What follows belongs to an exercise in optimizing a design on an open flow for a short achievable clock period and few clock cycles; a production flow would make more cautious choices.
In this exercise RTL edits were held to simulation tests only and were not proved equivalent to the original.
Power figures rest on the tool's default switching activity, not on a simulated workload.

==> flow/design.v, too long to show whole: its modules and the start of the top module <==
// module antares_top: 37 lines
// module antares_add: 7 lines
// module antares_mux_2_1: 14 lines
// module antares_mux_4_1: 18 lines
// module antares_pc_register: 11 lines
// module antares_fetch_unit: 130 lines
// module antares_ifid_register: 24 lines
// module antares_reg_file: 18 lines
// module antares_branch_unit: 57 lines
// module antares_control_unit: 206 lines
// module antares_hazard_unit: 114 lines
// module antares_idex_register: 96 lines
// module antares_cloz: 82 lines
// module antares_shifter: 64 lines
// module antares_multiplier: 87 lines
// module antares_divider: 81 lines
// module antares_alu: 237 lines
// module antares_exmem_register: 62 lines
// module antares_load_store_unit: 147 lines
// module antares_memwb_register: 25 lines
// module antares_cpzero: 348 lines
// module antares_core: 626 lines
module antares_top (
    input         clk,
    input         rst,
    output        halted,
    input  [31:0] iport_data_i,
    input         iport_ready,
    output [31:0] iport_address,
    output [3:0]  iport_wr,
    output        iport_enable,
    input  [31:0] dport_data_i,
    input         dport_ready,
    output [31:0] dport_address,
    output [31:0] dport_data_o,
    output [3:0]  dport_wr,
    output        dport_enable
);
  // ...
==> flow/run.sh <==
#!/bin/bash
# synth_recipe.tcl (not shown) runs the flow's synth.tcl, then flattens the netlist and writes it again
# the make line also repeats each setting of config.mk as NAME=value (left out here)
make -C /OpenROAD-flow-scripts/flow DESIGN_CONFIG=/design/flow/config.mk WORK_HOME=/design/flow/orfs CLKGATE_MAP_FILE= SYNTH_SCRIPT=/design/flow/synth_recipe.tcl finish
==> flow/config.mk <==
export PLATFORM = sky130hd
export DESIGN_NAME = antares_top
export DESIGN_NICKNAME = antares_top
export VERILOG_FILES = /design/flow/design.v
export SDC_FILE = /design/flow/constraint.sdc
export NUM_CORES = 4
export LEC_CHECK = 0
export CAP_MARGIN = 20
export CORE_MARGIN = 2
export CORE_UTILIZATION = 40
export SLEW_MARGIN = 20
==> flow/constraint.sdc <==
create_clock -name core_clock -period 13.0 [get_ports {clk}]
set_input_delay 2.6000 -clock core_clock [delete_from_list [all_inputs] [get_ports {clk}]]
set_output_delay 2.6000 -clock core_clock [all_outputs]
set_load 0.01 [all_outputs]
==> results.yml, run 1 <==
status:
  status: "complete, no violations"
sta:
  hold_violations: 0
  period_minus_slack_ps: 11360
  hold_ws_ps: 433
synth:
  ys_ff_latch: 2729
  ys_types: 116
  yosysTopAreaCell: "edfxtp_1"
  synth-adder-area-share: 0.137
setup_path:
  rrSetupSlack_ps: 1640
  r2r.worst_path.cells: 35
  r2r_end: "core.fetch_unit.pc[3][21]"
  cp_max_fo: 13
  critical_path.slowest_cell: "o21ai_1"
  crit_required_ps: 13730
floorplan:
  pin_count: 175
  taps: 6000
  dieArea_um2: 463000
  num_rows: 248
  die_w_um: 680
final_layout:
  flops_and_latches: 2729
  clk_share: 0.0506
  top_regs: "core.GPR.registers x992, core.fetch_unit.instr x128, core.fetch_unit.pc x120"
  final_cell_mix: "nand2_1, nor2_1, dfxtp_1"
  clockBufferCount: 433
  largest_cell_class: "multi-input combinational cells"
  signal_buffers: 803
power:
  p_int_mw: 20.5
  p_sw_frac: 0.464
  clockPowerShare: 0.234
  pwr-share-comb: 0.481
worst_hold_path:
  min_from: "core.execution_unit.mult.sign_result1"
  hold_end: "core.execution_unit.mult.sign_result2"
  hold_class: "flop to flop"
detailed_routing:
  dr_wl_met3_um: 75000
  final_antenna_net_count: 0
  viasPerCell: 6.19
  wirelength_um: 756000
clocking:
  clock_latency_ps: 1010
  cts_buffer_depth: 4
  cts_buffers: 312
global_routing:
  grt_usage: 0.317
  use_met3: 0.0685
  grt_max_degree: 228
Testbench counts, summed over its fixed seeds: cycles 101,841.
==> module antares_fetch_unit, before the edit <==
module antares_fetch_unit #(parameter DEPTH = 4)
    (
     input             clk,
     input             rst,
     input             pop,             
     input             redirect,        
     input [31:0]      target,
     input             halt,            
     input             dport_free,      
     input [31:0]      iport_data_i,
     input [31:0]      dport_data_i,
     output            iport_enable,
     output [31:0]     iport_address,
     output            dfetch_enable,
     output [31:0]     dfetch_address,
     output            if_avail,        
     output [31:0]     if_instruction,
     output [31:0]     if_pc
     );
    reg [DEPTH-1:0]    valid;
    reg [DEPTH-1:0]    pend_i;
    reg [DEPTH-1:0]    pend_d;
    reg [31:0]         instr [0:DEPTH-1];
    reg [29:0]         pc    [0:DEPTH-1];
    reg [2:0]          cnt;              
    reg [29:0]         fpc;              
    reg [29:0]         fpc4;             
    reg                i_busy;           
    wire               room1   = (cnt < DEPTH);
    wire               room2   = (cnt < DEPTH - 1);
    wire               issue_i = ~i_busy & ~halt & room1;
    wire               issue_d = dport_free & ~halt & (issue_i ? room2 : room1);
    assign iport_enable   = issue_i;
    assign iport_address  = {fpc, 2'b00};
    assign dfetch_enable  = issue_d;
    assign dfetch_address = {(issue_i ? fpc4 : fpc), 2'b00};
    assign if_avail       = valid[0] | pend_i[0] | pend_d[0];
    assign if_instruction = pend_i[0] ? iport_data_i : (pend_d[0] ? dport_data_i : instr[0]);
    assign if_pc          = {pc[0], 2'b00};
    reg [DEPTH-1:0]    n_valid, n_pend_i, n_pend_d;
    reg [31:0]         n_instr [0:DEPTH-1];
    reg [29:0]         n_pc    [0:DEPTH-1];
    reg [DEPTH-1:0]    f_valid;
    reg [31:0]         f_instr [0:DEPTH-1];
    reg [2:0]          n_cnt;
    integer            i;
    always @(*) begin
        for (i = 0; i < DEPTH; i = i + 1) begin
            f_valid[i] = valid[i] | pend_i[i] | pend_d[i];
            f_instr[i] = pend_i[i] ? iport_data_i : (pend_d[i] ? dport_data_i : instr[i]);
        end
        for (i = 0; i < DEPTH; i = i + 1) begin
            if (pop) begin
                if (i < DEPTH - 1) begin
                    n_valid[i] = f_valid[i+1];
                    n_instr[i] = f_instr[i+1];
                    n_pc[i]    = pc[i+1];
                end
                else begin
                    n_valid[i] = 1'b0;
                    n_instr[i] = f_instr[i];
                    n_pc[i]    = pc[i];
                end
            end
            else begin
                n_valid[i] = f_valid[i];
                n_instr[i] = f_instr[i];
                n_pc[i]    = pc[i];
            end
            n_pend_i[i] = 1'b0;
            n_pend_d[i] = 1'b0;
        end
        n_cnt = cnt - {2'b0, pop};
        if (redirect | halt) begin
            n_valid = {DEPTH{1'b0}};
            n_cnt   = 3'd0;
        end
        else begin
            if (issue_i) begin
                for (i = 0; i < DEPTH; i = i + 1) begin
                    if (i == n_cnt) begin
                        n_pend_i[i] = 1'b1;
                        n_valid[i]  = 1'b0;
                        n_pc[i]     = fpc;
                    end
                end
                n_cnt = n_cnt + 3'd1;
            end
            if (issue_d) begin
                for (i = 0; i < DEPTH; i = i + 1) begin
                    if (i == n_cnt) begin
                        n_pend_d[i] = 1'b1;
                        n_valid[i]  = 1'b0;
                        n_pc[i]     = issue_i ? fpc4 : fpc;
                    end
                end
                n_cnt = n_cnt + 3'd1;
            end
        end
    end
    wire [1:0]  nissue  = {1'b0, issue_i} + {1'b0, issue_d};
    wire [29:0] fpc_seq = (nissue == 2'd2) ? fpc + 30'd2 : ((nissue == 2'd1) ? fpc4 : fpc);
    wire [29:0] fpc_n   = redirect ? target[31:2] : fpc_seq;
    always @(posedge clk) begin
        if (rst) begin
            valid  <= {DEPTH{1'b0}};
            pend_i <= {DEPTH{1'b0}};
            pend_d <= {DEPTH{1'b0}};
            cnt    <= 3'd0;
            fpc    <= 30'h4;             
            fpc4   <= 30'h5;
            i_busy <= 1'b0;
        end
        else begin
            valid  <= n_valid;
            pend_i <= n_pend_i;
            pend_d <= n_pend_d;
            cnt    <= n_cnt;
            fpc    <= fpc_n;
            fpc4   <= fpc_n + 30'd1;
            i_busy <= issue_i;
        end
    end
    always @(posedge clk) begin
        for (i = 0; i < DEPTH; i = i + 1) begin
            instr[i] <= n_instr[i];
            pc[i]    <= n_pc[i];
        end
    end
endmodule  
==> module antares_hazard_unit, before the edit <==
module antares_hazard_unit (
                            input [7:0]  DP_Hazards,          
                            input [4:0]  id_rs,                
                            input [4:0]  id_rt,                
                            input [4:0]  ex_rs,                
                            input [4:0]  ex_rt,                
                            input [4:0]  ex_gpr_wa,            
                            input [4:0]  mem_gpr_wa,           
                            input [4:0]  wb_gpr_wa,            
                            input        ex_gpr_we,            
                            input        mem_gpr_we,           
                            input        wb_gpr_we,            
                            input        mem_mem_write,       
                            input        mem_mem_read,        
                            input        ex_request_stall,     
                            input        dmem_request_stall,   
                            input        imem_request_stall,   
                            input        if_exception_stall,   
                            input        id_exception_stall,   
                            input        ex_exception_stall,   
                            input        mem_exception_stall, 
                            output [1:0] forward_id_rs,        
                            output [1:0] forward_id_rt,        
                            output [1:0] forward_ex_rs,        
                            output [1:0] forward_ex_rt,        
                            output       if_stall,             
                            output       id_stall,             
                            output       ex_stall,             
                            output       mem_stall,            
                            output       wb_stall,             
                            input        id_exc_hold,          
                            output       ex_stall_other        
                            );
    wire         ex_wa_nz;
    wire         mem_wa_nz;
    wire         wb_wa_nz;
    wire         WantRsID;
    wire         WantRtID;
    wire         WantRsEX;
    wire         WantRtEX;
    wire         NeedRsID;
    wire         NeedRtID;
    wire         NeedRsEX;
    wire         NeedRtEX;
    wire         id_ex_rs_match;
    wire         id_ex_rt_match;
    wire         id_mem_rs_match;
    wire         id_mem_rt_match;
    wire         id_wb_rs_match;
    wire         id_wb_rt_match;
    wire         ex_mem_rs_match;
    wire         ex_mem_rt_match;
    wire         ex_wb_rs_match;
    wire         ex_wb_rt_match;
    wire         stall_id_1;
    wire         stall_id_2;
    wire         stall_id_3;
    wire         stall_id_4;
    wire         stall_ex_1;
    wire         stall_ex_2;
    wire         forward_mem_id_rs;
    wire         forward_mem_id_rt;
    wire         forward_wb_id_rs;
    wire         forward_wb_id_rt;
    wire         forward_mem_ex_rs;
    wire         forward_mem_ex_rt;
    wire         forward_wb_ex_rs;
    wire         forward_wb_ex_rt;
    assign WantRsID = DP_Hazards[7];
    assign NeedRsID = DP_Hazards[6];
    assign WantRtID = DP_Hazards[5];
    assign NeedRtID = DP_Hazards[4];
    assign WantRsEX = DP_Hazards[3];
    assign NeedRsEX = DP_Hazards[2];
    assign WantRtEX = DP_Hazards[1];
    assign NeedRtEX = DP_Hazards[0];
    assign ex_wa_nz  = |(ex_gpr_wa);
    assign mem_wa_nz = |(mem_gpr_wa);
    assign wb_wa_nz  = |(wb_gpr_wa);
    assign id_ex_rs_match  = (ex_wa_nz)  & (id_rs == ex_gpr_wa)  & (WantRsID | NeedRsID) & ex_gpr_we;
    assign id_ex_rt_match  = (ex_wa_nz)  & (id_rt == ex_gpr_wa)  & (WantRtID | NeedRtID) & ex_gpr_we;
    assign id_mem_rs_match = (mem_wa_nz) & (id_rs == mem_gpr_wa) & (WantRsID | NeedRsID) & mem_gpr_we;
    assign id_mem_rt_match = (mem_wa_nz) & (id_rt == mem_gpr_wa) & (WantRtID | NeedRtID) & mem_gpr_we;
    assign id_wb_rs_match  = (wb_wa_nz)  & (id_rs == wb_gpr_wa)  & (WantRsID | NeedRsID) & wb_gpr_we;
    assign id_wb_rt_match  = (wb_wa_nz)  & (id_rt == wb_gpr_wa)  & (WantRtID | NeedRtID) & wb_gpr_we;
    assign ex_mem_rs_match = (mem_wa_nz) & (ex_rs == mem_gpr_wa) & (WantRsEX | NeedRsEX) & mem_gpr_we;
    assign ex_mem_rt_match = (mem_wa_nz) & (ex_rt == mem_gpr_wa) & (WantRtEX | NeedRtEX) & mem_gpr_we;
    assign ex_wb_rs_match  = (wb_wa_nz)  & (ex_rs == wb_gpr_wa)  & (WantRsEX | NeedRsEX) & wb_gpr_we;
    assign ex_wb_rt_match  = (wb_wa_nz)  & (ex_rt == wb_gpr_wa)  & (WantRtEX | NeedRtEX) & wb_gpr_we;
    assign stall_id_1 = id_ex_rs_match & NeedRsID;  
    assign stall_id_2 = id_ex_rt_match & NeedRtID;  
    assign stall_id_3 = id_mem_rs_match & NeedRsID & (mem_mem_read | mem_mem_write);  
    assign stall_id_4 = id_mem_rt_match & NeedRtID & (mem_mem_read | mem_mem_write);  
    assign stall_ex_1 = ex_mem_rs_match & NeedRsEX & (mem_mem_read | mem_mem_write);  
    assign stall_ex_2 = ex_mem_rt_match & NeedRtEX & (mem_mem_read | mem_mem_write);  
    assign forward_mem_id_rs = id_mem_rs_match & ~(mem_mem_read | mem_mem_write);  
    assign forward_mem_id_rt = id_mem_rt_match & ~(mem_mem_read | mem_mem_write);  
    assign forward_wb_id_rs  = id_wb_rs_match;
    assign forward_wb_id_rt  = id_wb_rt_match;
    assign forward_mem_ex_rs = ex_mem_rs_match & ~(mem_mem_read | mem_mem_write);
    assign forward_mem_ex_rt = ex_mem_rt_match & ~(mem_mem_read | mem_mem_write);
    assign forward_wb_ex_rs  = ex_wb_rs_match;
    assign forward_wb_ex_rt  = ex_wb_rt_match;
    assign wb_stall  = mem_stall;
    assign mem_stall = dmem_request_stall | mem_exception_stall | if_stall;  
    assign ex_stall_other = stall_ex_1 | stall_ex_2 | ex_exception_stall | dmem_request_stall | mem_exception_stall | id_exc_hold;
    assign ex_stall  = stall_ex_1 | stall_ex_2 | ex_exception_stall | ex_request_stall | mem_stall;
    assign id_stall  = stall_id_1 | stall_id_2 | stall_id_3 | stall_id_4 | id_exception_stall | ex_stall;
    assign if_stall  = imem_request_stall | if_exception_stall;
    assign forward_id_rs = (forward_mem_id_rs) ? 2'b01 : ((forward_wb_id_rs) ? 2'b10 : 2'b00);
    assign forward_id_rt = (forward_mem_id_rt) ? 2'b01 : ((forward_wb_id_rt) ? 2'b10 : 2'b00);
    assign forward_ex_rs = (forward_mem_ex_rs) ? 2'b01 : ((forward_wb_ex_rs) ? 2'b10 : 2'b00);
    assign forward_ex_rt = (forward_mem_ex_rt) ? 2'b01 : ((forward_wb_ex_rt) ? 2'b10 : 2'b00);
endmodule  
==> module antares_divider, before the edit <==
module antares_divider #(parameter STEPS = 2)    
    (
                        input         clk,
                        input         rst,
                        input         op_divs,
                        input         op_divu,
                        input [31:0]  dividend,
                        input [31:0]  divisor,
                        output [31:0] quotient,
                        output [31:0] remainder,
                        output        div_stall
                        );
    reg           active;           
    reg           neg_result;       
    reg           neg_remainder;    
    reg [4:0]     cycle;            
    reg [31:0]    result;           
    reg [31:0]    denominator;      
    reg [31:0]    residual;         
    assign quotient    = !neg_result ? result : -result;
    assign remainder   = !neg_remainder ? residual : -residual;
    assign div_stall   = active;
    reg [31:0]    s_res [0:STEPS];
    reg [31:0]    s_quo [0:STEPS];
    reg [32:0]    s_sub;
    integer       k;
    always @(*) begin
        s_res[0] = residual;
        s_quo[0] = result;
        for (k = 0; k < STEPS; k = k + 1) begin
            s_sub = {s_res[k][30:0], s_quo[k][31]} - denominator;
            if (s_sub[32] == 1'b0) begin
                s_res[k+1] = s_sub[31:0];
                s_quo[k+1] = {s_quo[k][30:0], 1'b1};
            end
            else begin
                s_res[k+1] = {s_res[k][30:0], s_quo[k][31]};
                s_quo[k+1] = {s_quo[k][30:0], 1'b0};
            end
        end
    end
    always @(posedge clk) begin
        if (rst) begin
            active <= 1'h0;
            cycle <= 5'h0;
            denominator <= 32'h0;
            neg_result <= 1'h0;
            neg_remainder <= 1'h0;
            residual <= 32'h0;
            result <= 32'h0;
        end
        else begin
            if(op_divs) begin
                cycle         <= 32 / STEPS - 1;
                result        <= (dividend[31] == 1'b0) ? dividend : -dividend;
                denominator   <= (divisor[31] == 1'b0) ? divisor : -divisor;
                residual      <= 32'b0;
                neg_result    <= dividend[31] ^ divisor[31];
                neg_remainder <= dividend[31];
                active        <= 1'b1;
            end
            else if (op_divu) begin
                cycle         <= 32 / STEPS - 1;
                result        <= dividend;
                denominator   <= divisor;
                residual      <= 32'b0;
                neg_result    <= 1'b0;
                neg_remainder <= 1'h0;
                active        <= 1'b1;
            end
            else if (active) begin
                residual <= s_res[STEPS];
                result   <= s_quo[STEPS];
                if (cycle == 5'b0) begin
                    active <= 1'b0;
                end
                cycle <= cycle - 5'd1;
            end
        end
    end
endmodule  
==> run 2, diff against run 1 <==
--- a/flow/design.v
+++ b/flow/design.v
@@ -43,6 +43,42 @@
                     );
     assign c = a + b;
 endmodule  
+module antares_fastadd #(parameter W = 32)
+    (
+     input [W-1:0]  a,
+     input [W-1:0]  b,
+     input          cin,
+     output [W-1:0] sum,
+     output         cout,
+     output         c_msb           
+     );
+    localparam L = (W > 32) ? 6 : ((W > 16) ? 5 : ((W > 8) ? 4 : ((W > 4) ? 3 : 2)));
+    wire [W-1:0] p0 = a ^ b;
+    wire [W-1:0] g0 = a & b;
+    wire [W-1:0] gl [0:L];
+    wire [W-1:0] pl [0:L];
+    assign gl[0] = {g0[W-1:1], g0[0] | (p0[0] & cin)};
+    assign pl[0] = p0;
+    genvar l, i;
+    generate
+        for (l = 0; l < L; l = l + 1) begin : level
+            for (i = 0; i < W; i = i + 1) begin : bitn
+                if (i >= (1 << l)) begin : comb
+                    assign gl[l+1][i] = gl[l][i] | (pl[l][i] & gl[l][i - (1 << l)]);
+                    assign pl[l+1][i] = pl[l][i] & pl[l][i - (1 << l)];
+                end
+                else begin : pass
+                    assign gl[l+1][i] = gl[l][i];
+                    assign pl[l+1][i] = pl[l][i];
+                end
+            end
+        end
+    endgenerate
+    wire [W:0]   c = {gl[L], cin};
+    assign sum   = p0 ^ c[W-1:0];
+    assign cout  = c[W];
+    assign c_msb = c[W-1];
+endmodule  
 module antares_mux_2_1 #(parameter WIDTH = 32)
     (
      input [WIDTH-1:0]      in0,
@@ -92,9 +128,14 @@
      input             rst,
      input             pop,             
      input             redirect,        
+     input             br_redirect,     
      input [31:0]      target,
+     input             id_load,         
+     input             spec_req,        
+     input [31:0]      spec_target,
      input             halt,            
-     input             dport_free,      
+     input             iport_ok,        
+     input             dport_ok,        
      input [31:0]      iport_data_i,
      input [31:0]      dport_data_i,
      output            iport_enable,
@@ -112,24 +153,41 @@
     reg [29:0]         pc    [0:DEPTH-1];
     reg [2:0]          cnt;              
     reg [29:0]         fpc;              
-    reg [29:0]         fpc4;             
-    reg                i_busy;           
+    reg  [29:0]        fpc4;             
+    reg                fpc4_ok;
+    reg                tq_done;          
+    reg                tq_v;             
+    reg                tq_pi;            
+    reg                tq_pd;            
+    reg [31:0]         tq_data;
+    reg [29:0]         tq_pc;
+    reg                head_tq;
+    wire [31:0]        tq_word    = tq_pi ? iport_data_i : (tq_pd ? dport_data_i : tq_data);
+    wire               spec_issue = spec_req & ~tq_done & ~head_tq & ~halt & (iport_ok | dport_ok);
+    wire               spec_on_i  = iport_ok;
+    wire               avail_i    = iport_ok & ~(spec_issue & spec_on_i);
+    wire               avail_d    = dport_ok & ~(spec_issue & ~spec_on_i);
+    wire               use_tq     = br_redirect & (tq_done | spec_issue);
+    wire               q_pop   = pop & ~head_tq;
     wire               room1   = (cnt < DEPTH);
     wire               room2   = (cnt < DEPTH - 1);
-    wire               issue_i = ~i_busy & ~halt & room1;
-    wire               issue_d = dport_free & ~halt & (issue_i ? room2 : room1);
-    assign iport_enable   = issue_i;
-    assign iport_address  = {fpc, 2'b00};
-    assign dfetch_enable  = issue_d;
-    assign dfetch_address = {(issue_i ? fpc4 : fpc), 2'b00};
-    assign if_avail       = valid[0] | pend_i[0] | pend_d[0];
-    assign if_instruction = pend_i[0] ? iport_data_i : (pend_d[0] ? dport_data_i : instr[0]);
-    assign if_pc          = {pc[0], 2'b00};
+    wire               issue_i = avail_i & ~halt & room1;
+    wire               issue_d = avail_d & ~halt & (issue_i ? (room2 & fpc4_ok) : room1);
+    assign iport_enable   = issue_i | (spec_issue & spec_on_i);
+    assign iport_address  = (spec_issue & spec_on_i) ? spec_target : {fpc, 2'b00};
+    assign dfetch_enable  = issue_d | (spec_issue & ~spec_on_i);
+    assign dfetch_address = (spec_issue & ~spec_on_i) ? spec_target : {(issue_i ? fpc4 : fpc), 2'b00};
+    wire               q_avail = valid[0] | pend_i[0] | pend_d[0];
+    wire [31:0]        q_instr = pend_i[0] ? iport_data_i : (pend_d[0] ? dport_data_i : instr[0]);
+    assign if_avail       = head_tq ? (tq_v | tq_pi | tq_pd) : q_avail;
+    assign if_instruction = head_tq ? tq_word : q_instr;
+    assign if_pc          = {(head_tq ? tq_pc : pc[0]), 2'b00};
     reg [DEPTH-1:0]    n_valid, n_pend_i, n_pend_d;
     reg [31:0]         n_instr [0:DEPTH-1];
     reg [29:0]         n_pc    [0:DEPTH-1];
     reg [DEPTH-1:0]    f_valid;
     reg [31:0]         f_instr [0:DEPTH-1];
+    reg [2:0]          base;
     reg [2:0]          n_cnt;
     integer            i;
     always @(*) begin
@@ -138,76 +196,110 @@
             f_instr[i] = pend_i[i] ? iport_data_i : (pend_d[i] ? dport_data_i : instr[i]);
         end
         for (i = 0; i < DEPTH; i = i + 1) begin
-            if (pop) begin
-                if (i < DEPTH - 1) begin
-                    n_valid[i] = f_valid[i+1];
-                    n_instr[i] = f_instr[i+1];
-                    n_pc[i]    = pc[i+1];
-                end
-                else begin
-                    n_valid[i] = 1'b0;
-                    n_instr[i] = f_instr[i];
-                    n_pc[i]    = pc[i];
-                end
+            if (q_pop & (i < DEPTH - 1)) begin
+                n_valid[i] = f_valid[i+1];
+                n_instr[i] = f_instr[i+1];
+                n_pc[i]    = pc[i+1];
             end
             else begin
-                n_valid[i] = f_valid[i];
+                n_valid[i] = f_valid[i] & ~q_pop;
                 n_instr[i] = f_instr[i];
                 n_pc[i]    = pc[i];
             end
             n_pend_i[i] = 1'b0;
             n_pend_d[i] = 1'b0;
         end
-        n_cnt = cnt - {2'b0, pop};
-        if (redirect | halt) begin
-            n_valid = {DEPTH{1'b0}};
-            n_cnt   = 3'd0;
-        end
-        else begin
-            if (issue_i) begin
-                for (i = 0; i < DEPTH; i = i + 1) begin
-                    if (i == n_cnt) begin
-                        n_pend_i[i] = 1'b1;
-                        n_valid[i]  = 1'b0;
-                        n_pc[i]     = fpc;
-                    end
-                end
-                n_cnt = n_cnt + 3'd1;
+        base  = cnt - {2'b0, q_pop};
+        n_cnt = base + {2'b0, issue_i} + {2'b0, issue_d};
+        for (i = 0; i < DEPTH; i = i + 1) begin
+            if (issue_i & (i == base)) begin
+                n_pend_i[i] = 1'b1;
+                n_valid[i]  = 1'b0;
+                n_pc[i]     = fpc;
             end
-            if (issue_d) begin
-                for (i = 0; i < DEPTH; i = i + 1) begin
-                    if (i == n_cnt) begin
-                        n_pend_d[i] = 1'b1;
-                        n_valid[i]  = 1'b0;
-                        n_pc[i]     = issue_i ? fpc4 : fpc;
-                    end
-                end
-                n_cnt = n_cnt + 3'd1;
+            if (issue_d & (i == base + {2'b0, issue_i})) begin
+                n_pend_d[i] = 1'b1;
+                n_valid[i]  = 1'b0;
+                n_pc[i]     = issue_i ? fpc4 : fpc;
             end
         end
     end
     wire [1:0]  nissue  = {1'b0, issue_i} + {1'b0, issue_d};
-    wire [29:0] fpc_seq = (nissue == 2'd2) ? fpc + 30'd2 : ((nissue == 2'd1) ? fpc4 : fpc);
-    wire [29:0] fpc_n   = redirect ? target[31:2] : fpc_seq;
+    wire [29:0] fpc_p1  = fpc + 30'd1;
+    wire [29:0] fpc_p2  = fpc + 30'd2;
+    wire [29:0] fpc_p3  = fpc + 30'd3;
+    wire [29:0] fpc_seq = (nissue == 2'd2) ? fpc_p2 : ((nissue == 2'd1) ? fpc_p1 : fpc);
+    wire [29:0] fpc4_seq = (nissue == 2'd2) ? fpc_p3 : ((nissue == 2'd1) ? fpc_p2 : fpc_p1);
+    wire [29:0] tq_next = (spec_issue ? spec_target[31:2] : tq_pc) + 30'd1;
+    wire [29:0] fpc_n   = use_tq ? tq_next : (redirect ? target[31:2] : fpc_seq);
+    wire        flush   = redirect | halt;
     always @(posedge clk) begin
         if (rst) begin
-            valid  <= {DEPTH{1'b0}};
-            pend_i <= {DEPTH{1'b0}};
-            pend_d <= {DEPTH{1'b0}};
-            cnt    <= 3'd0;
-            fpc    <= 30'h4;             
-            fpc4   <= 30'h5;
-            i_busy <= 1'b0;
+            valid   <= {DEPTH{1'b0}};
+            pend_i  <= {DEPTH{1'b0}};
+            pend_d  <= {DEPTH{1'b0}};
+            cnt     <= 3'd0;
+            fpc     <= 30'h4;             
+            fpc4    <= 30'h5;
+            fpc4_ok <= 1'b1;
+            tq_done <= 1'b0;
+            tq_v    <= 1'b0;
+            tq_pi   <= 1'b0;
+            tq_pd   <= 1'b0;
+            head_tq <= 1'b0;
         end
         else begin
-            valid  <= n_valid;
-            pend_i <= n_pend_i;
-            pend_d <= n_pend_d;
-            cnt    <= n_cnt;
-            fpc    <= fpc_n;
-            fpc4   <= fpc_n + 30'd1;
-            i_busy <= issue_i;
+            valid   <= flush ? {DEPTH{1'b0}} : n_valid;
+            pend_i  <= flush ? {DEPTH{1'b0}} : n_pend_i;
+            pend_d  <= flush ? {DEPTH{1'b0}} : n_pend_d;
+            cnt     <= flush ? 3'd0 : n_cnt;
+            fpc     <= fpc_n;
+            fpc4    <= fpc4_seq;
+            fpc4_ok <= ~(use_tq | redirect);
+            if (use_tq & ~halt) begin
+                head_tq <= 1'b1;
+                tq_done <= 1'b0;
+                tq_v    <= tq_v | tq_pi | tq_pd;
+                tq_pi   <= spec_issue & spec_on_i;
+                tq_pd   <= spec_issue & ~spec_on_i;
+                if (spec_issue) begin
+                    tq_v  <= 1'b0;
+                    tq_pc <= spec_target[31:2];
+                end
+            end
+            else if (flush) begin
+                head_tq <= 1'b0;
+                tq_done <= 1'b0;
+                tq_v    <= 1'b0;
+                tq_pi   <= 1'b0;
+                tq_pd   <= 1'b0;
+            end
+            else if (head_tq) begin
+                tq_pi <= 1'b0;
+                tq_pd <= 1'b0;
+                if (tq_pi | tq_pd) tq_v <= 1'b1;
+                if (pop) begin
+                    head_tq <= 1'b0;
+                    tq_v    <= 1'b0;
+                end
+            end
+            else if (id_load) begin
+                tq_done <= 1'b0;
+                tq_v    <= 1'b0;
+                tq_pi   <= 1'b0;
+                tq_pd   <= 1'b0;
+            end
+            else begin
+                tq_pi <= spec_issue & spec_on_i;
+                tq_pd <= spec_issue & ~spec_on_i;
+                if (spec_issue) begin
+                    tq_done <= 1'b1;
+                    tq_pc   <= spec_target[31:2];
+                end
+                if (tq_pi | tq_pd) tq_v <= 1'b1;
+            end
         end
+        if (tq_pi | tq_pd) tq_data <= tq_pi ? iport_data_i : dport_data_i;
     end
     always @(posedge clk) begin
         for (i = 0; i < DEPTH; i = i + 1) begin
@@ -551,8 +643,10 @@
                             output       ex_stall,             
                             output       mem_stall,            
                             output       wb_stall,             
-                            input        id_exc_hold,          
-                            output       ex_stall_other        
+                            input        id_exc_hold,
+                            input [3:0]  ex_match_r,           
+                            output       ex_stall_other,       
+                            output       id_rs_inflight        
                             );
     wire         ex_wa_nz;
     wire         mem_wa_nz;
@@ -606,10 +700,10 @@
     assign id_mem_rt_match = (mem_wa_nz) & (id_rt == mem_gpr_wa) & (WantRtID | NeedRtID) & mem_gpr_we;
     assign id_wb_rs_match  = (wb_wa_nz)  & (id_rs == wb_gpr_wa)  & (WantRsID | NeedRsID) & wb_gpr_we;
     assign id_wb_rt_match  = (wb_wa_nz)  & (id_rt == wb_gpr_wa)  & (WantRtID | NeedRtID) & wb_gpr_we;
-    assign ex_mem_rs_match = (mem_wa_nz) & (ex_rs == mem_gpr_wa) & (WantRsEX | NeedRsEX) & mem_gpr_we;
-    assign ex_mem_rt_match = (mem_wa_nz) & (ex_rt == mem_gpr_wa) & (WantRtEX | NeedRtEX) & mem_gpr_we;
-    assign ex_wb_rs_match  = (wb_wa_nz)  & (ex_rs == wb_gpr_wa)  & (WantRsEX | NeedRsEX) & wb_gpr_we;
-    assign ex_wb_rt_match  = (wb_wa_nz)  & (ex_rt == wb_gpr_wa)  & (WantRtEX | NeedRtEX) & wb_gpr_we;
+    assign ex_mem_rs_match = ex_match_r[3];
+    assign ex_mem_rt_match = ex_match_r[2];
+    assign ex_wb_rs_match  = ex_match_r[1];
+    assign ex_wb_rt_match  = ex_match_r[0];
     assign stall_id_1 = id_ex_rs_match & NeedRsID;  
     assign stall_id_2 = id_ex_rt_match & NeedRtID;  
     assign stall_id_3 = id_mem_rs_match & NeedRsID & (mem_mem_read | mem_mem_write);  
@@ -626,9 +720,10 @@
     assign forward_wb_ex_rt  = ex_wb_rt_match;
     assign wb_stall  = mem_stall;
     assign mem_stall = dmem_request_stall | mem_exception_stall | if_stall;  
+    assign id_rs_inflight = id_ex_rs_match | (id_mem_rs_match & (mem_mem_read | mem_mem_write));
     assign ex_stall_other = stall_ex_1 | stall_ex_2 | ex_exception_stall | dmem_request_stall | mem_exception_stall | id_exc_hold;
-    assign ex_stall  = stall_ex_1 | stall_ex_2 | ex_exception_stall | ex_request_stall | mem_stall;
-    assign id_stall  = stall_id_1 | stall_id_2 | stall_id_3 | stall_id_4 | id_exception_stall | ex_stall;
+    assign ex_stall  = stall_ex_1 | stall_ex_2 | ex_request_stall | mem_stall;
+    assign id_stall  = stall_id_1 | stall_id_2 | stall_id_3 | stall_id_4 | id_exception_stall | ex_exception_stall | ex_stall;
     assign if_stall  = imem_request_stall | if_exception_stall;
     assign forward_id_rs = (forward_mem_id_rs) ? 2'b01 : ((forward_wb_id_rs) ? 2'b10 : 2'b00);
     assign forward_id_rt = (forward_mem_id_rt) ? 2'b01 : ((forward_wb_id_rt) ? 2'b10 : 2'b00);
@@ -670,6 +765,10 @@
                               input             id_stall,                 
                               input             ex_stall,
                               input             ex_refresh,       
+                              input [31:0]      id_ld_addr,       
+                              input             id_ld_ok,         
+                              output reg [31:0] ex_ld_addr,
+                              output reg        ex_ld_ok,
                               input [31:0]      ex_forward_rs,
                               input [31:0]      ex_forward_rt,                 
                               output reg [4:0]  ex_alu_operation,         
@@ -703,6 +802,8 @@
     wire [16:0] id_imm_extended = (id_imm_sign_ext) ? {id_sign_imm16[15], id_sign_imm16[15:0]} : {1'b0, id_sign_imm16};
     always @(posedge clk) begin
         ex_alu_operation        <= (rst) ? 5'b0  : ((ex_stall & ~id_flush) ? ex_alu_operation        : ((id_stall | id_flush) ? 5'b0 : id_alu_operation));
+        ex_ld_addr              <= (rst) ? 32'b0 : ((ex_stall & ~id_flush) ? ex_ld_addr                                              : id_ld_addr);
+        ex_ld_ok                <= (rst) ? 1'b0  : ((ex_stall & ~id_flush) ? ex_ld_ok                : ((id_stall | id_flush) ? 1'b0 : id_ld_ok));
         ex_data_rs              <= (rst) ? 32'b0 : ((ex_stall & ~id_flush) ? (ex_refresh ? ex_forward_rs : ex_data_rs)               : id_data_rs);
         ex_data_rt              <= (rst) ? 32'b0 : ((ex_stall & ~id_flush) ? (ex_refresh ? ex_forward_rt : ex_data_rt)               : id_data_rt);
         ex_gpr_we               <= (rst) ? 1'b0  : ((ex_stall & ~id_flush) ? ex_gpr_we               : ((id_stall | id_flush) ? 1'b0 : id_gpr_we));
@@ -977,38 +1078,50 @@
                         output        div_stall
                         );
     reg           active;           
+    reg           prep;             
+    reg           prep2;            
+    reg [5:0]     k_r;
+    reg           q_zero_r;
     reg           neg_result;       
     reg           neg_remainder;    
-    reg [4:0]     cycle;            
+    reg [5:0]     count;            
     reg [31:0]    result;           
     reg [31:0]    denominator;      
     reg [31:0]    residual;         
     assign quotient    = !neg_result ? result : -result;
     assign remainder   = !neg_remainder ? residual : -residual;
     assign div_stall   = active;
-    reg [31:0]    s_res [0:STEPS];
-    reg [31:0]    s_quo [0:STEPS];
-    reg [32:0]    s_sub;
-    integer       k;
-    always @(*) begin
-        s_res[0] = residual;
-        s_quo[0] = result;
-        for (k = 0; k < STEPS; k = k + 1) begin
-            s_sub = {s_res[k][30:0], s_quo[k][31]} - denominator;
-            if (s_sub[32] == 1'b0) begin
-                s_res[k+1] = s_sub[31:0];
-                s_quo[k+1] = {s_quo[k][30:0], 1'b1};
-            end
-            else begin
-                s_res[k+1] = {s_res[k][30:0], s_quo[k][31]};
-                s_quo[k+1] = {s_quo[k][30:0], 1'b0};
-            end
-        end
-    end
+    function [5:0] clz32;
+        input [31:0] v;
+        integer j;
+        begin
+            clz32 = 6'd32;
+            for (j = 0; j < 32; j = j + 1)
+                if (v[j]) clz32 = 6'd31 - j[5:0];
+        end
+    endfunction
+    wire [5:0]    na     = clz32(result);
+    wire [5:0]    nd     = clz32(denominator);
+    wire          q_zero = (nd < na);
+    wire [5:0]    k      = nd - na + 6'd1;                  
+    wire [63:0]   k_ext  = {32'b0, result} << (6'd32 - k_r);   
+    wire [32:0]   d0, d1;
+    wire [31:0]   r1, q1, r2, q2;
+    wire          u0, u1;
+    antares_fastadd #(.W(33)) sub0 (.a({1'b0, residual[30:0], result[31]}), .b({1'b1, ~denominator}),
+                                     .cin(1'b1), .sum(d0), .cout(), .c_msb(u0));
+    assign r1 = (count == 6'd0) ? residual : (d0[32] ? {residual[30:0], result[31]} : d0[31:0]);
+    assign q1 = (count == 6'd0) ? result   : {result[30:0], ~d0[32]};
+    antares_fastadd #(.W(33)) sub1 (.a({1'b0, r1[30:0], q1[31]}), .b({1'b1, ~denominator}),
+                                     .cin(1'b1), .sum(d1), .cout(), .c_msb(u1));
+    assign r2 = (count <= 6'd1) ? r1 : (d1[32] ? {r1[30:0], q1[31]} : d1[31:0]);
+    assign q2 = (count <= 6'd1) ? q1 : {q1[30:0], ~d1[32]};
     always @(posedge clk) begin
         if (rst) begin
             active <= 1'h0;
-            cycle <= 5'h0;
+            prep <= 1'h0;
+            prep2 <= 1'h0;
+            count <= 6'h0;
             denominator <= 32'h0;
             neg_result <= 1'h0;
             neg_remainder <= 1'h0;
@@ -1017,30 +1130,52 @@
         end
         else begin
             if(op_divs) begin
-                cycle         <= 32 / STEPS - 1;
                 result        <= (dividend[31] == 1'b0) ? dividend : -dividend;
                 denominator   <= (divisor[31] == 1'b0) ? divisor : -divisor;
                 residual      <= 32'b0;
                 neg_result    <= dividend[31] ^ divisor[31];
                 neg_remainder <= dividend[31];
                 active        <= 1'b1;
+                prep          <= 1'b1;
             end
             else if (op_divu) begin
-                cycle         <= 32 / STEPS - 1;
                 result        <= dividend;
                 denominator   <= divisor;
                 residual      <= 32'b0;
                 neg_result    <= 1'b0;
                 neg_remainder <= 1'h0;
                 active        <= 1'b1;
+                prep          <= 1'b1;
+            end
+            else if (active & prep) begin
+                prep     <= 1'b0;
+                prep2    <= 1'b1;
+                k_r      <= k;
+                q_zero_r <= q_zero;
+            end
+            else if (active & prep2) begin
+                prep2 <= 1'b0;
+                if (q_zero_r) begin
+                    residual <= result;
+                    result   <= 32'b0;
+                    active   <= 1'b0;
+                end
+                else begin
+                    residual <= k_ext[63:32];
+                    result   <= k_ext[31:0];
+                    count    <= k_r;
+                end
             end
             else if (active) begin
-                residual <= s_res[STEPS];
-                result   <= s_quo[STEPS];
-                if (cycle == 5'b0) begin
+                residual <= r2;
+                result   <= q2;
+                if (count <= STEPS) begin
                     active <= 1'b0;
+                    count  <= 6'd0;
+                end
+                else begin
+                    count <= count - STEPS;
                 end
-                cycle <= cycle - 5'd1;
             end
         end
     end
@@ -1104,7 +1239,15 @@
     assign A                  = ex_alu_port_a;                                                   
     assign B                  = ex_alu_port_b;                                                   
     assign ex_b_is_zero       = (B == 32'b0);
-    assign add_sub_result     = ((ex_alu_operation == 5'd1) | (ex_alu_operation == 5'd0)) ? (A + B) : (A - B);
+    wire               as_add   = (ex_alu_operation == 5'd1) | (ex_alu_operation == 5'd0);
+    wire               as_cout;
+    wire               as_cmsb;
+    wire [31:0]        as_sum;
+    antares_fastadd #(.W(32)) add_sub (.a(A), .b(as_add ? B : ~B), .cin(~as_add), .sum(as_sum), .cout(as_cout), .c_msb(as_cmsb));
+    assign add_sub_result     = as_sum;
+    wire               as_ovf   = as_cmsb ^ as_cout;
+    wire               as_slt   = as_sum[31] ^ as_ovf;
+    wire               as_sltu  = ~as_cout;
     assign hi                 = hilo[63:32];
     assign lo                 = hilo[31:0];
     assign enable_ex          = ~(ex_stall | ex_flush);
@@ -1189,8 +1332,8 @@
             5'd12  : ex_alu_result = ex_alu_port_a ^ ex_alu_port_b;
             5'd13 : ex_alu_result = hi;
             5'd14 : ex_alu_result = lo;
-            5'd17  : ex_alu_result = {31'b0, $signed(ex_alu_port_a) < $signed(ex_alu_port_b)};
-            5'd18 : ex_alu_result = {31'b0, ex_alu_port_a < ex_alu_port_b};
+            5'd17  : ex_alu_result = {31'b0, as_slt};
+            5'd18 : ex_alu_result = {31'b0, as_sltu};
             5'd27    : ex_alu_result = ex_alu_port_a;
             5'd28    : ex_alu_result = ex_alu_port_b;
             default      : ex_alu_result = 32'bx;
@@ -1198,8 +1341,8 @@
     end  
     always @(*) begin
         case (ex_alu_operation)
-            5'd1 : exc_overflow = ((A[31] ~^ B[31]) & (A[31] ^ add_sub_result[31]));
-            5'd2 : exc_overflow = ((A[31]  ^ B[31]) & (A[31] ^ add_sub_result[31]));
+            5'd1 : exc_overflow = as_ovf;
+            5'd2 : exc_overflow = as_ovf;
             default     : exc_overflow = 1'b0;
         endcase  
     end
@@ -1349,8 +1492,20 @@
                                 input             rst,                 
                                 input             dfetch_enable,       
                                 input [31:0]      dfetch_address,      
+                                input             ifetch_enable,       
+                                input [31:0]      ifetch_address,      
+                                output            iport_ok,            
+                                output            iport_enable,
+                                output [31:0]     iport_address,
+                                input [31:0]      iport_data_i,
                                 input             ex_mem_op,           
+                                input             id_mem_op,           
+                                input             ex_plain_load,       
+                                input [31:0]      ex_address,          
+                                input             ex_to_mem,           
+                                input             ex_load,             
                                 output            dport_free,          
+                                output            store_pending,       
                                 input [31:0]      dmem_address,        
                                 input [31:0]      dmem_data_i,         
                                 input             dmem_halfword,       
@@ -1399,30 +1554,93 @@
     assign exc_address_l_mem          = dmem_read  & exc_invalid_maddress;
     assign exc_address_s_mem          = dmem_write & exc_invalid_maddress;
     assign write_enable               = dmem_write & ~exc_invalid_maddress & ~llsc_mem_write_mask;
-    assign read_enable                = dmem_read  & ~exc_invalid_maddress;
-    assign dmem_operation             = (write_enable ^ read_enable) | mem_llsc;
+    assign read_enable                = dmem_read  & ~exc_invalid_maddress & ~mem_early;
+    assign dmem_operation             = (mem_llsc & ~dmem_write & ~mem_early) |
+                                        (~exc_invalid_maddress & (dmem_write | (dmem_read & ~mem_early)));
     assign data_word                  = ~(dmem_halfword | dmem_byte);
     reg               d_busy;        
+    reg               e_act;         
+    reg               e_in_mem;      
+    reg               e_pend;        
+    reg               e_on_i;        
+    reg [31:0]        e_data;
+    reg               i_busy;        
+    wire              mem_early   = e_act & e_in_mem;
+    wire [31:0]       e_port_data = e_on_i ? iport_data_i : dport_data_i;
+    wire [31:0]       e_rdata     = e_pend ? e_port_data : e_data;
     reg               dport_done;    
     reg               mem_issued;    
     wire              mem_need    = dmem_operation & ~mem_issued & ~dport_done;
-    wire              mem_issue   = mem_need & ~d_busy;
-    wire              mem_wait    = mem_need & d_busy;
-    assign dmem_request_stall         = mem_need;
-    assign dport_free                 = ~d_busy & ~mem_need & ~ex_mem_op;
-    assign dport_enable               = mem_issue | dfetch_enable;
+    reg               sb_valid;
+    reg [31:0]        sb_addr;
+    reg [3:0]         sb_wr;
+    reg [31:0]        sb_data;
+    wire              sb_drain    = sb_valid & ~d_busy;
+    wire              mem_plain_load = dmem_read & ~dmem_write & ~mem_llsc;
+    wire              mem_issue_d = mem_need & ~d_busy & ~sb_valid;
+    wire              mem_issue_i = mem_need & mem_plain_load & ~mem_issue_d & ~i_busy & ~sb_valid;
+    wire              mem_issue   = mem_issue_d | mem_issue_i;
+    reg               mem_on_i;
+    wire              plain_store = dmem_write;
+    wire              store_buf   = mem_need & plain_store & ~mem_issue_d & (~sb_valid | sb_drain);
+    wire              store_go    = (mem_issue_d & plain_store) | store_buf;
+    wire              mem_wait    = mem_need & ~mem_issue & ~store_go;
+    assign store_pending              = sb_valid;
+    wire              mem_store_pending = dmem_write & ~mem_issued & ~dport_done;
+    wire              d_avail     = ~d_busy & ~mem_need & ~sb_valid;
+    wire              early_ok    = ex_plain_load & ~e_act & ~mem_store_pending & ~sb_valid;
+    wire              early_d     = early_ok & d_avail;
+    wire              early_i     = early_ok & ~d_avail & ~i_busy & ~mem_issue_i;
+    wire              early_issue = early_d | early_i;
+    assign dmem_request_stall         = mem_need & ~store_go;
+    assign dport_free                 = d_avail & ~early_d;
+    assign iport_ok                   = ~i_busy & ~early_i & ~mem_issue_i;
+    assign dport_enable               = sb_drain | mem_issue_d | early_d | dfetch_enable;
+    assign iport_enable               = mem_issue_i | early_i | ifetch_enable;
+    assign iport_address              = mem_issue_i ? dmem_address : (early_i ? ex_address : ifetch_address);
     always @(posedge clk) begin
         if (rst) begin
             d_busy     <= 1'b0;
+            i_busy     <= 1'b0;
+            sb_valid   <= 1'b0;
             mem_issued <= 1'b0;
+            mem_on_i   <= 1'b0;
         end
         else begin
             d_busy     <= dport_enable;
-            mem_issued <= mem_issue;
+            i_busy     <= iport_enable;
+            if (store_buf)     sb_valid <= 1'b1;
+            else if (sb_drain) sb_valid <= 1'b0;
+            mem_issued <= (mem_issue | store_buf) & mem_stall;
+            mem_on_i   <= mem_issue_i;
+        end
+    end
+    always @(posedge clk) begin
+        if (rst) begin
+            e_act  <= 1'b0;
+            e_pend <= 1'b0;
+        end
+        else if (early_issue) begin
+            e_act    <= ex_to_mem | ~ex_load;
+            e_in_mem <= ex_to_mem;
+            e_pend   <= 1'b1;
+            e_on_i   <= early_i;
+        end
+        else begin
+            e_pend <= 1'b0;
+            if (e_pend) e_data <= e_port_data;
+            if (e_act & ~e_in_mem) begin
+                if (ex_to_mem)    e_in_mem <= 1'b1;
+                else if (ex_load) e_act    <= 1'b0;
+            end
+            else if (e_act & ~mem_stall) begin
+                e_act <= 1'b0;
+            end
         end
     end
     reg [31:0]        dport_data_hold;
-    wire [31:0]       dport_rdata = (dport_done) ? dport_data_hold : dport_data_i;
+    wire [31:0]       mem_port_data = mem_on_i ? iport_data_i : dport_data_i;
+    wire [31:0]       dport_rdata = mem_early ? e_rdata : ((dport_done) ? dport_data_hold : mem_port_data);
     always @(posedge clk) begin
         if (rst | ~mem_stall) begin
             dport_done <= 1'b0;
@@ -1432,7 +1650,7 @@
         end
     end
     always @(posedge clk) begin
-        if (mem_issued & ~dport_done) dport_data_hold <= dport_data_i;
+        if (mem_issued & ~dport_done) dport_data_hold <= mem_port_data;
     end
     always @(posedge clk) begin
         llsc_address <= (rst) ? 30'b0 : ( (dmem_read & mem_llsc & ~mem_wait) ? dmem_address[31:2] : llsc_address );
@@ -1441,8 +1659,8 @@
         if (rst) begin
             llsc_atomic <= 1'h0;
         end
-        else if (dmem_read & ~mem_wait) begin      
-            llsc_atomic <= (mem_llsc) ? 1'b1 : llsc_atomic;
+        else if (dmem_read) begin                 
+            llsc_atomic <= (mem_llsc & ~mem_wait) ? 1'b1 : llsc_atomic;
         end
         else if (id_eret | (~dmem_request_stall & dmem_write & (dmem_address[31:2] == llsc_address))) begin
             llsc_atomic <= 1'b0;
@@ -1452,7 +1670,7 @@
         end
     end  
     assign llsc_mem_write_mask = (mem_llsc & dmem_write & (~llsc_atomic | (dmem_address[31:2] != llsc_address)));
-    assign dport_address = mem_issue ? dmem_address[31:0] : dfetch_address;
+    assign dport_address = sb_drain ? sb_addr : (mem_issue_d ? dmem_address[31:0] : (early_d ? ex_address : dfetch_address));
     always @(*) begin
         if (dmem_byte) begin
             case (dmem_address[1:0])
@@ -1471,25 +1689,38 @@
             endcase  
         end
         else if (mem_llsc & dmem_write) begin
-            dmem_data_o = (llsc_atomic & (dmem_address[31:2] == llsc_address)) ? 32'h0000_0001 : 32'h0000_0000;
+            dmem_data_o = 32'h0000_0001;
         end
         else begin
             dmem_data_o = dport_rdata;
         end
     end  
+    reg [3:0]  st_wr;
+    wire [31:0] st_data;
+    always @(posedge clk) begin
+        if (store_buf) begin
+            sb_addr <= dmem_address;
+            sb_wr   <= st_wr;
+            sb_data <= st_data;
+        end
+    end
+    always @(*) begin
+        dport_wr = sb_drain ? sb_wr : ((mem_issue_d) ? st_wr : 4'b0000);
+    end
     always @(*) begin
-        dport_wr = 4'b0000;
-        if (write_enable & mem_issue) begin
-             dport_wr[3] = (dmem_byte & (dmem_address[1:0] == 2'b11)) | (dmem_halfword & dmem_address[1])  | data_word;
-             dport_wr[2] = (dmem_byte & (dmem_address[1:0] == 2'b10)) | (dmem_halfword & dmem_address[1])  | data_word;
-             dport_wr[1] = (dmem_byte & (dmem_address[1:0] == 2'b01)) | (dmem_halfword & ~dmem_address[1]) | data_word;
-             dport_wr[0] = (dmem_byte & (dmem_address[1:0] == 2'b00)) | (dmem_halfword & ~dmem_address[1]) | data_word;
+        st_wr = 4'b0000;
+        if (write_enable) begin
+             st_wr[3] = (dmem_byte & (dmem_address[1:0] == 2'b11)) | (dmem_halfword & dmem_address[1])  | data_word;
+             st_wr[2] = (dmem_byte & (dmem_address[1:0] == 2'b10)) | (dmem_halfword & dmem_address[1])  | data_word;
+             st_wr[1] = (dmem_byte & (dmem_address[1:0] == 2'b01)) | (dmem_halfword & ~dmem_address[1]) | data_word;
+             st_wr[0] = (dmem_byte & (dmem_address[1:0] == 2'b00)) | (dmem_halfword & ~dmem_address[1]) | data_word;
         end
     end
-    assign dport_data_o[31:24] = (dmem_byte) ? dmem_data_i[7:0] : ((dmem_halfword) ? dmem_data_i[15:8] : dmem_data_i[31:24]);
-    assign dport_data_o[23:16] = (dmem_byte | dmem_halfword) ? dmem_data_i[7:0] : dmem_data_i[23:16];
-    assign dport_data_o[15:8]  = (dmem_byte) ? dmem_data_i[7:0]: dmem_data_i[15:8];
-    assign dport_data_o[7:0]   = dmem_data_i[7:0];
+    assign st_data[31:24] = (dmem_byte) ? dmem_data_i[7:0] : ((dmem_halfword) ? dmem_data_i[15:8] : dmem_data_i[31:24]);
+    assign st_data[23:16] = (dmem_byte | dmem_halfword) ? dmem_data_i[7:0] : dmem_data_i[23:16];
+    assign st_data[15:8]  = (dmem_byte) ? dmem_data_i[7:0]: dmem_data_i[15:8];
+    assign st_data[7:0]   = dmem_data_i[7:0];
+    assign dport_data_o   = sb_drain ? sb_data : st_data;
 endmodule  
 module antares_memwb_register (
                                input             clk,                    
@@ -1569,6 +1800,7 @@
                        output            mem_flush,             
                        output            exception_ready,
                        output            id_exception_raw,      
+                       output            exception_ready_nex,   
                        output            id_exception_held,     
                        output            exception_pc_select,   
                        output reg [31:0] pc_exception           
@@ -1845,6 +2077,7 @@
         end
     end
     assign id_exception_raw    = id_exception;
+    assign exception_ready_nex = if_exception_ready | id_exception_ready | mem_exception_ready;
     assign id_exception_held   = id_exception & (mem_exception_source | ex_exception_source);
     assign exception_ready     = if_exception_ready | id_exception_ready | ex_exception_ready | mem_exception_ready;
     assign exception_pc_select = rst | (eret & ~id_stall) | exception_ready;
@@ -2054,27 +2287,58 @@
     assign pc_source_select      = (id_take_branch & id_branch) | id_jump;
     assign ifid_stall            = id_stall & ~exception_ready;
     assign haz_dp_hazards = {dp_hazard[7:4], ex_dp_hazard};
-    assign halted  = halt_0;
+    wire    store_pending;
+    assign halted  = halt_0 & ~store_pending;
     wire        if_avail;
     wire        dfetch_enable;
     wire [31:0] dfetch_address;
     wire        dport_free;
-    wire        fetch_redirect = exception_pc_select | (pc_source_select & ~id_stall & ~halt_0);
+    wire        iport_ok;
+    wire        ifetch_enable;
+    wire [31:0] ifetch_address;
+    wire        fetch_br_redirect = pc_source_select & ~id_stall & ~halt_0 & ~exception_pc_select;
+    wire        fetch_redirect = exception_pc_select | fetch_br_redirect;
+    wire        spec_regimm = (opcode == 6'b00_0001) & ((op_rt == 5'b00000) | (op_rt == 5'b00001) |
+                                                             (op_rt == 5'b10000) | (op_rt == 5'b10001));
+    wire        spec_cond   = (opcode == 6'b00_0100) | (opcode == 6'b00_0101) | (opcode == 6'b00_0110) | (opcode == 6'b00_0111) | spec_regimm;
+    wire        spec_jump   = (opcode == 6'b00_0010) | (opcode == 6'b00_0011);
+    wire        spec_req    = spec_jump | (spec_cond & op_imm16[15]);
+    wire        if_jump        = (if_instruction[31:26] == 6'b00_0010) | (if_instruction[31:26] == 6'b00_0011);
+    wire [31:0] if_spec_target = if_jump ? {if_pc_add4[31:28], if_instruction[25:0], 2'b00}
+                                         : if_pc_add4 + {{14{if_instruction[15]}}, if_instruction[15:0], 2'b00};
+    reg  [31:0] spec_target;
+    always @(posedge clk) begin
+        if (rst)
+            spec_target <= 32'b0;
+        else if (~(id_stall & ~exception_ready))
+            spec_target <= if_spec_target;
+    end
     wire [31:0] fetch_target   = exception_pc_select ? pc_exception : pc_branch_address;
     wire        fetch_pop      = if_avail & ~id_stall;
-    wire        ex_mem_op      = ex_mem_to_gpr_select | ex_mem_write | ex_llsc;
+    wire        ex_mem_op      = ex_mem_write | ex_llsc;
+    wire        id_mem_op      = id_mem_to_gpr_select | id_mem_write;
+    wire        id_rs_inflight;
+    wire [31:0] ex_ld_addr;
+    wire        ex_ld_ok;
+    wire [31:0] id_ld_addr = id_forward_rs + {{16{op_imm16[15]}}, op_imm16};
+    wire        id_ld_ok   = id_mem_to_gpr_select & ~id_mem_write & ~id_rs_inflight;
     antares_fetch_unit fetch_unit (
                                    .clk              (clk),
                                    .rst              (rst),
                                    .pop              (fetch_pop),
                                    .redirect         (fetch_redirect),
+                                   .br_redirect      (fetch_br_redirect),
+                                   .id_load          (~(id_stall & ~exception_ready)),
+                                   .spec_req         (spec_req),
+                                   .spec_target      (spec_target[31:0]),
                                    .target           (fetch_target[31:0]),
                                    .halt             (halt_0),
-                                   .dport_free       (dport_free),
+                                   .iport_ok         (iport_ok),
+                                   .dport_ok         (dport_free),
                                    .iport_data_i     (iport_data_i[31:0]),
                                    .dport_data_i     (dport_data_i[31:0]),
-                                   .iport_enable     (iport_enable),
-                                   .iport_address    (iport_address[31:0]),
+                                   .iport_enable     (ifetch_enable),
+                                   .iport_address    (ifetch_address[31:0]),
                                    .dfetch_enable    (dfetch_enable),
                                    .dfetch_address   (dfetch_address[31:0]),
                                    .if_avail         (if_avail),
@@ -2093,7 +2357,32 @@
         id_first <= rst ? 1'b0 : ~(id_stall & ~exception_ready);
     end
     wire        id_exc_hold = id_first & id_exception_held;
-    assign imem_request_stall = (~if_avail | id_exc_hold) & ~exception_ready;
+    reg  [3:0]  ex_match_r;                  
+    wire        mx_id_rs_w  = dp_hazard[3] | dp_hazard[2];
+    wire        mx_id_rt_w  = dp_hazard[1] | dp_hazard[0];
+    wire        mx_ex_we    = (ex_movz | ex_movn) ? ((ex_movn & ~ex_b_is_zero) | (ex_movz & ex_b_is_zero)) : ex_gpr_we;
+    wire        mx_ex_wa_nz = |ex_gpr_wa;
+    wire        mx_mem_wa_nz = |mem_gpr_wa;
+    wire        c_id_ex_rs  = mx_id_rs_w & (op_rs == ex_gpr_wa) & mx_ex_wa_nz & mx_ex_we;
+    wire        c_id_ex_rt  = mx_id_rt_w & (op_rt == ex_gpr_wa) & mx_ex_wa_nz & mx_ex_we;
+    wire        c_id_mem_rs = mx_id_rs_w & (op_rs == mem_gpr_wa) & mx_mem_wa_nz & mem_gpr_we;
+    wire        c_id_mem_rt = mx_id_rt_w & (op_rt == mem_gpr_wa) & mx_mem_wa_nz & mem_gpr_we;
+    wire        nex_is_ex   = ex_stall & ~idex_flush;
+    wire        nex_is_id   = ~ex_stall & ~(id_stall | idex_flush);
+    always @(posedge clk) begin
+        if (rst)
+            ex_match_r <= 4'b0;
+        else if (mem_stall)
+            ex_match_r <= idex_flush ? 4'b0 : ex_match_r;
+        else begin
+            ex_match_r[3] <= nex_is_id & ~ex_flush & c_id_ex_rs;
+            ex_match_r[2] <= nex_is_id & ~ex_flush & c_id_ex_rt;
+            ex_match_r[1] <= ~mem_flush & (nex_is_ex ? ex_match_r[3] : (nex_is_id & c_id_mem_rs));
+            ex_match_r[0] <= ~mem_flush & (nex_is_ex ? ex_match_r[2] : (nex_is_id & c_id_mem_rt));
+        end
+    end
+    wire        exception_ready_nex;
+    assign imem_request_stall = (~if_avail | id_exc_hold) & ~exception_ready_nex;
     antares_ifid_register IFID_register ( 
                                          .if_exception_pc       (if_pc[31:0]),
                                          .id_instruction        (id_instruction[31:0]),
@@ -2245,6 +2534,10 @@
                                          .id_stall                (id_stall),
                                          .ex_stall                (ex_stall),
                                          .ex_refresh              (ex_request_stall),
+                                         .id_ld_addr              (id_ld_addr[31:0]),
+                                         .id_ld_ok                (id_ld_ok),
+                                         .ex_ld_addr              (ex_ld_addr[31:0]),
+                                         .ex_ld_ok                (ex_ld_ok),
                                          .ex_forward_rs           (ex_forward_rs[31:0]),
                                          .ex_forward_rt           (ex_forward_rt[31:0]));
     antares_alu #( 
@@ -2357,19 +2650,14 @@
                                            .wb_gpr_we             (wb_gpr_we),
                                            .clk                   (clk),
                                            .rst                   (rst),
-                                           .mem_read_data         (mem_read_data[31:0]),
+                                           .mem_read_data         (mem_mem_to_gpr_select ? mem_read_data[31:0] : mem_alu_result[31:0]),
                                            .mem_gpr_wa            (mem_gpr_wa[4:0]),
                                            .mem_mem_to_gpr_select (mem_mem_to_gpr_select),
                                            .mem_gpr_we            (mem_gpr_we),
                                            .mem_flush             (mem_flush),
                                            .mem_stall             (mem_stall),
                                            .wb_stall              (wb_stall));
-    antares_mux_2_1 mux_mem_ex_result ( 
-                                       .out    (wb_gpr_wd[31:0]),
-                                       .in0    (wb_alu_data[31:0]),
-                                       .in1    (wb_read_data[31:0]),
-                                       .select (wb_mem_to_gpr_select)
-                                        );
+    assign wb_gpr_wd = wb_read_data;
     antares_hazard_unit hazard_unit0 ( 
                                       .id_rs               (op_rs[4:0]),
                                       .id_rt               (op_rt[4:0]),
@@ -2385,7 +2673,9 @@
                                       .mem_stall           (mem_stall),
                                       .wb_stall            (wb_stall),
                                       .ex_stall_other      (ex_stall_other),
+                                      .id_rs_inflight      (id_rs_inflight),
                                       .id_exc_hold         (id_exc_hold),
+                                      .ex_match_r          (ex_match_r),
                                       .ex_rs               (ex_rs[4:0]),
                                       .ex_rt               (ex_rt[4:0]),
                                       .ex_gpr_wa           (ex_gpr_wa[4:0]),
@@ -2406,8 +2696,20 @@
                                               .dmem_data_o        (mem_read_data[31:0]),
                                               .dfetch_enable      (dfetch_enable),
                                               .dfetch_address     (dfetch_address[31:0]),
+                                              .ifetch_enable      (ifetch_enable),
+                                              .ifetch_address     (ifetch_address[31:0]),
+                                              .iport_ok           (iport_ok),
+                                              .iport_enable       (iport_enable),
+                                              .iport_address      (iport_address[31:0]),
+                                              .iport_data_i       (iport_data_i[31:0]),
                                               .ex_mem_op          (ex_mem_op),
+                                              .id_mem_op          (id_mem_op),
+                                              .ex_plain_load      (ex_mem_to_gpr_select & ~ex_mem_write & ex_ld_ok),
+                                              .ex_address         (ex_ld_addr[31:0]),
+                                              .ex_to_mem          (~ex_stall & ~ex_flush),
+                                              .ex_load            (~(ex_stall & ~idex_flush)),
                                               .dport_free         (dport_free),
+                                              .store_pending      (store_pending),
                                               .dmem_address       (mem_alu_result[31:0]),
                                               .dmem_data_i        (mem_mem_store_data[31:0]),
                                               .dmem_halfword      (mem_mem_halfword),
@@ -2461,6 +2763,7 @@
                             .mem_flush            (mem_flush),
                             .exception_ready      (exception_ready),
                             .id_exception_raw     (id_exception_raw),
+                            .exception_ready_nex  (exception_ready_nex),
                             .id_exception_held    (id_exception_held),
                             .exception_pc_select  (exception_pc_select),
                             .pc_exception         (pc_exception[31:0]),
==> flow/flow/run.sh (new file) <==
#!/bin/bash
set -euo pipefail
export SETUP_SLACK_MARGIN=7
bash standard.sh > standard.log 2>&1
==> flow/standard.sh (new file) <==
#!/bin/bash
# synth_recipe.tcl (not shown) runs the flow's synth.tcl, then flattens the netlist and writes it again
# the make line also repeats each setting of config.mk as NAME=value (left out here)
make -C /OpenROAD-flow-scripts/flow DESIGN_CONFIG=/design/flow/config.mk WORK_HOME=/design/flow/orfs CLKGATE_MAP_FILE= SYNTH_SCRIPT=/design/flow/synth_recipe.tcl "${@:-finish}"
--- a/flow/config.mk
+++ b/flow/config.mk
@@ -9,3 +9,4 @@
 export CORE_MARGIN = 2
 export CORE_UTILIZATION = 40
 export SLEW_MARGIN = 20
+export TNS_END_PERCENT = 100
removed: flow/run.sh
==> results.yml, run 2 <==
synth:
  synth_edf_count: 1444
  async_reset_ff_frac: 0
  ys_seq_area_frac: 0.362
  yosysTopAreaCell: "edfxtp_1"
  synth_area_per_cell_um2: 9.32
  ys_types: 119
  ys_warn_count: 26
  syn_inst: 21700
  synth.area.top_cells: "edfxtp_1, dfxtp_1, fa_1, nand2_1, mux4_2"
  yosysMostFrequentCell: "nand2_1"
  ys_ff_latch: 2941
  yosys.area.top_type_share: 0.214
  synth_ff_type: "dfxtp_1"
  netlist_area_um2: 203000
  ys_top_cells_by_count: "nand2_1, nor2_1, a21oi_1, dfxtp_1, edfxtp_1"
floorplan:
  die_h_um: 716
  num_rows: 261
  die_w_um: 716
  initial_core_util: 0.401
  dieArea_um2: 512000
  core_um2: 505000
  pin_count: 175
sta:
  slew_headroom: 0.0752
  slew_viol_final: 0
  period_minus_slack_ps: 7780
  fin_tns_setup_ps: 0
  rsz0062_at_grt: "yes"
  fin_skew_ps: 79.0
  layout_worst_path_cycle_share: 0.598
  tightest_slew_ps: 1390
  hold_violations: 0
  fin_ws_ps: 5220
  setup_viol: 0
  fmax_ghz: 0.129
  hold_ws_ps: 415
placed_design:
  dp_slack_ps: 3410
  io_buffers: 168
  placed_cells: 27700
  post_dp_cell_area_um2: 213000
  dp_hpwl_um: 629000
  gp_congestion: 1.03
setup_path:
  path_class: "flop to output pin"
  cp.arrival_ps: 5180
  cp_max_fo: 5
  rrSetupSlack_ps: 5300
  crit_required_ps: 10400
  worst_setup_path_end_kind: "output pin"
  setup.worst_path.start_class: "flop"
power:
  power.density_nw_per_um2: 236
  p_leak_nw: 97.5
  p_total_mw: 60.8
  vdd_ir_drop_max_v: 0.000276
final_layout:
  drive_gt1_frac: 0.237
  areaGrowthSynthToFinish_pct: 27.0
  final_cell_mix: "nand2_1, nor2_1, edfxtp_1"
  top_regs: "core.GPR.registers x992, core.fetch_unit.instr x128, core.fetch_unit.pc x120"
  layout.nets: 24300
  fin_area_um2: 257000
  largest_reg_flops: 992
  final_common_cell: "nand2_1"
  utilization: 0.510
  finalNonFillerCells: 29700
  top_register: "core.GPR.registers"
detailed_routing:
  wl_per_cell_um: 33.8
  drtIter0Drc: 31000
  drtPass1Iterations: 13
  route.detailed.drc: 0
  wirelength_um: 1000000
  final_antenna_net_count: 0
  vias: 193000
  viasPerCell: 6.50
global_routing:
  grt-ovfl-total: 0
  grt_usage: 0.364
  grt_max_degree: 174
  grt_first_pass_wirelength_um: 1340000
  grt_pass1_vias: 175000
  antenna_found_initial: 94
clocking:
  cts_buffer_depth: 4
  htreeDepth: 5
  cts_buffers: 340
  clock_latency_ps: 1060
  clkTransAtPathRegs_ps: 60
  cts_hold_buffers: 0
  cts_tree: "yes"
  cts_root_buf: "clkbuf_16"
  cts.sinks: 2941
worst_hold_path:
  hold_class: "flop to flop"
flow_run:
  cap_violations: 0
status:
  status: "complete, no violations"
## run 2: repair_timing
action / in CTS / in global routing
pin swaps: 547 / 720
hold endpoints to repair: 0 / 0
gates cloned: 185 / 99
resized for setup: 2452 / 1768
buffers inserted: 715 / 373
endpoints found under the setup margin: 1512 / 1359
## run 2: power by group
| part | internal [mW] | switching (mW) | leakage [nW] | total, mW |
|---|---|---|---|---|
| logic | 13.6 | 24.2 | 66.3 | 37.7 |
| clock network | 5.77 | 4.44 | 5.68 | 10.2 |
| registers | 11.5 | 1.37 | 25.6 | 12.8 |
| total | 30.8 | 30.0 | 97.5 | 60.8 |
## run 2: critical path, cell delays in order, from the launching register on
cell,delay (ps)
dfxtp_4,370
or3_4,450
or4_4,460
nand2b_4,130
a21oi_4,110
or4_4,480
and3_4,240
buf_16,170
buf_12,140
mux2i_4,220
a211oi_4,530
a21oi_2,90
nand2_1,110
o21ai_2,80
a21oi_4,370
buf_6,180
## run 2: final timing paths
| check | start | end | cells past startpoint |
|---|---|---|---|
| worst max-delay path | core.IFID_register.id_instruction[18] | dport_address[18] | 15 |
| worst min-delay path | core.execution_unit.mult.result_ll_1[4] | core.execution_unit.mult.result_mult[4] | 1 |
| worst max register to register | core.EXMEM_register.mem_mem_to_gpr_select | core.fetch_unit.pc[0][21] | 37 |
| worst min register to register | core.execution_unit.mult.result_ll_1[4] | core.execution_unit.mult.result_mult[4] | 1 |
## run 2: area by class of cell
type                    instances  area [µm²]
clock buffers                 451        9540
well taps                    6706        8390
repair inverters                9         186
repair buffers               2170       27000
clock inverters               175        2120
flip-flops and latches       2941       73600
multi-input cells           15900      131000
inverters                    1314        5050
diodes                         56         140
fillers                     45000      248000
## run 2: kinds of logic (layout without fill, tap and decap cells)
family | after synthesis | in the layout | synth area share
buf+inv | 2910 | 4119 | 0.0567
mux | 1529 | 1529 | 0.103
compound gates | 5171 | 5172 | 0.164
other cells | 1 | 62 | 0.0000185
xor+xnor | 834 | 834 | 0.0361
simple gates | 6754 | 6787 | 0.150
flops | 2941 | 2941 | 0.362
fa+ha+maj | 1586 | 1586 | 0.128
## run 2: per-layer routing
metal  up-vias  track usage  share of wire
met5         -            0        0.00064
met4        46        0.229          0.084
met3      3721        0.124           0.15
met2     15000        0.512           0.40
met1     94900        0.478           0.37
li1      79500            -              -
Testbench counts of run 2, summed over its fixed seeds: cycles 90,950.

separate check: timing with driven ports:
Ports are ideal in the flow. The routed layouts listed here were re-timed in OpenROAD.
Step 1 (the two cells are an assumption about what drives the block):
set clk [get_ports {clk}]
set_driving_cell -lib_cell sky130_fd_sc_hd__clkbuf_16 $clk
set_driving_cell -lib_cell sky130_fd_sc_hd__buf_2 [delete_from_list [all_inputs] $clk]
Step 2 moves the port delays by t, midway between the first and last clock arrival at a register: inputs arrive t later, outputs are due t later. That takes back most of the time a late clock gives input paths.
a / b / c = no drivers / after step 1 / after step 2; a / b = the first two.
| run | t, ns | slack for setup (ns) | pins driven straight from the clock port |
|---|---|---|---|
| run 1 | 1.091 | 1.639 / 1.639 / 1.639 | 1 |
| run 2 | 1.140 | 5.221 / 5.098 / 5.300 | 1 |
After both steps setup and hold are still met in every run listed.
